Context: an optimization exercise on an open-source flow, tuned for small area, a short achievable clock period and few clock cycles per item. The choices shown serve that exercise and are no tape-out recipe. Power figures rest on the tool's default switching activity, not on a simulated workload.

## lzss_decoder
module lzss_decoder (
  input logic rst_,
  input logic clk,
  input logic literal,
  input logic data_ready,
  input logic [3*8-1:0] data_in,
  output logic new_data_ready,
  output logic data_valid,
  output logic [8-1:0] data_out
);
Size: ~530 flip-flops, ~19,000 um^2 of cells after synthesis.
==> module lzss_decoder, before the edit <==
module lzss_decoder (
  input logic rst_,
  input logic clk,
  input logic literal,
  input logic data_ready,
  input logic [3*8-1:0] data_in,
  output logic new_data_ready,
  output logic data_valid,
  output logic [8-1:0] data_out
);
  localparam int WIN = 56;
  logic [7:0] hist [WIN-1:0];
  logic [7:0]     rem;       
  logic           act;       
  logic           lit;       
  logic [7:0]     lit_byte;
  logic [WIN-1:0] sel;       
  logic [5:0]     dcnt;      
  logic       accept;
  logic [5:0] in_off;
  logic       in_far;
  logic [7:0] in_len;
  logic [7:0] nxt_rem;
  logic [7:0] byte_out;
  assign accept   = data_ready & new_data_ready;
  assign in_off   = data_in[5:0];
  assign in_far   = (|data_in[15:6]) | (data_in[5:3] == 3'b111);
  assign in_len   = data_in[23:16];
  assign data_out = hist[0];
  always_comb begin
    byte_out = lit ? lit_byte : 8'd0;
    for (int i = 0; i < WIN; i++)
      byte_out = byte_out | (sel[i] ? hist[i] : 8'd0);
  end
  always_comb begin
    if (accept)
      nxt_rem = literal ? 8'd1 : (in_far ? 8'd0 : in_len);
    else if (act)
      nxt_rem = rem - 8'd1;
    else
      nxt_rem = rem;
  end
  always_ff @(posedge clk) begin
    if (act) begin
      for (int i = WIN-1; i >= 1; i--) hist[i] <= hist[i-1];
      hist[0] <= byte_out;
    end
  end
  always_ff @(posedge clk) begin
    if (accept) begin
      lit      <= literal;
      lit_byte <= data_in[7:0];
      dcnt     <= in_off;
      for (int i = 0; i < WIN; i++) sel[i] <= !literal && in_off == 6'(i);
    end else if (act) begin
      dcnt <= dcnt - 6'd1;
      if (dcnt == 6'd0) sel <= WIN'(1);
    end
  end
  always_ff @(posedge clk) begin
    if (!rst_) begin
      rem            <= '0;
      act            <= 1'b0;
      new_data_ready <= 1'b1;
      data_valid     <= 1'b0;
    end else begin
      rem            <= nxt_rem;
      act            <= nxt_rem != 8'd0;
      new_data_ready <= nxt_rem <= 8'd1;
      data_valid     <= act;
    end
  end
endmodule
clock: 5.0 ns
lec_check: 0
cap_margin: 20
core_margin: 2
core_utilization: 40
setup_slack_margin: 3.0
slew_margin: 20
run.sh (not shown) runs the stock make flow with config.mk's settings and CLKGATE_MAP_FILE= SYNTH_SCRIPT=/design/flow/synth_recipe.tcl, a recipe that flattens the netlist after the stock synthesis.
==> next run, changes <==
--- a/flow/design.v
+++ b/flow/design.v
@@ -21,12 +21,16 @@
   logic [5:0] in_off;
   logic       in_far;
   logic [7:0] in_len;
+  logic       in_copy;       
+  logic       last;          
   logic [7:0] nxt_rem;
   logic [7:0] byte_out;
   assign accept   = data_ready & new_data_ready;
   assign in_off   = data_in[5:0];
   assign in_far   = (|data_in[15:6]) | (data_in[5:3] == 3'b111);
   assign in_len   = data_in[23:16];
+  assign in_copy  = !literal && !in_far && in_len != 8'd0;
+  assign last     = act && rem == 8'd1;
   assign data_out = hist[0];
   always_comb begin
     byte_out = lit ? lit_byte : 8'd0;
@@ -35,27 +39,36 @@
   end
   always_comb begin
     if (accept)
-      nxt_rem = literal ? 8'd1 : (in_far ? 8'd0 : in_len);
+      nxt_rem = literal ? 8'd1 : (in_copy ? in_len : 8'd0);
     else if (act)
       nxt_rem = rem - 8'd1;
     else
       nxt_rem = rem;
   end
   always_ff @(posedge clk) begin
+    hist[0] <= byte_out;
     if (act) begin
       for (int i = WIN-1; i >= 1; i--) hist[i] <= hist[i-1];
-      hist[0] <= byte_out;
     end
   end
   always_ff @(posedge clk) begin
     if (accept) begin
-      lit      <= literal;
       lit_byte <= data_in[7:0];
       dcnt     <= in_off;
-      for (int i = 0; i < WIN; i++) sel[i] <= !literal && in_off == 6'(i);
     end else if (act) begin
       dcnt <= dcnt - 6'd1;
-      if (dcnt == 6'd0) sel <= WIN'(1);
+    end
+  end
+  always_ff @(posedge clk) begin
+    if (!rst_) begin
+      lit <= 1'b0;
+      sel <= WIN'(1);
+    end else if (accept) begin
+      lit <= literal;
+      for (int i = 0; i < WIN; i++) sel[i] <= in_copy ? in_off == 6'(i) : (i == 0 && !literal);
+    end else if (last || (act && dcnt == 6'd0)) begin
+      lit <= 1'b0;
+      sel <= WIN'(1);
     end
   end
   always_ff @(posedge clk) begin
The new run finished clean.
Count of clock-buffer cells in the layout grows by 17.
Sequential cell count stays the same.
Final cell count fell by about 7%.
Power went down by 11%.
Synthesized area decreases by 0.72%.
Via count goes down by 1.2%.
Function was not checked in any run of this note: the RTL went through the layout flow alone.

static timing again, ports no longer ideal:
Ports are ideal in the flow. The routed layouts listed here were re-timed in OpenROAD. Step 1: set_driving_cell puts a clkbuf_16 on clk and a buf_2 on each other input, an assumption about the parent block. Step 2, shift: input delay + t, output delay - t, t = (earliest + latest rising clock arrival at the registers) / 2. This alone moves slack from input paths to output paths. Three values: ideal ports, drivers, drivers and shift; two values: the first two.
| run | t, ns | slack for setup (ns) | worst slew at a driven data input, ns |
|---|---|---|---|
| the first run | 0.639 | 2.747 / 2.692 / 2.433 | 0.03 |
| the second run | 0.639 | 2.911 / 2.891 / 2.340 | 0.11 |
After both steps every run listed still meets setup and hold. For the second run, which loses most, drivers alone change the setup slack by -0.020 ns; drivers and shift together by -0.571 ns.
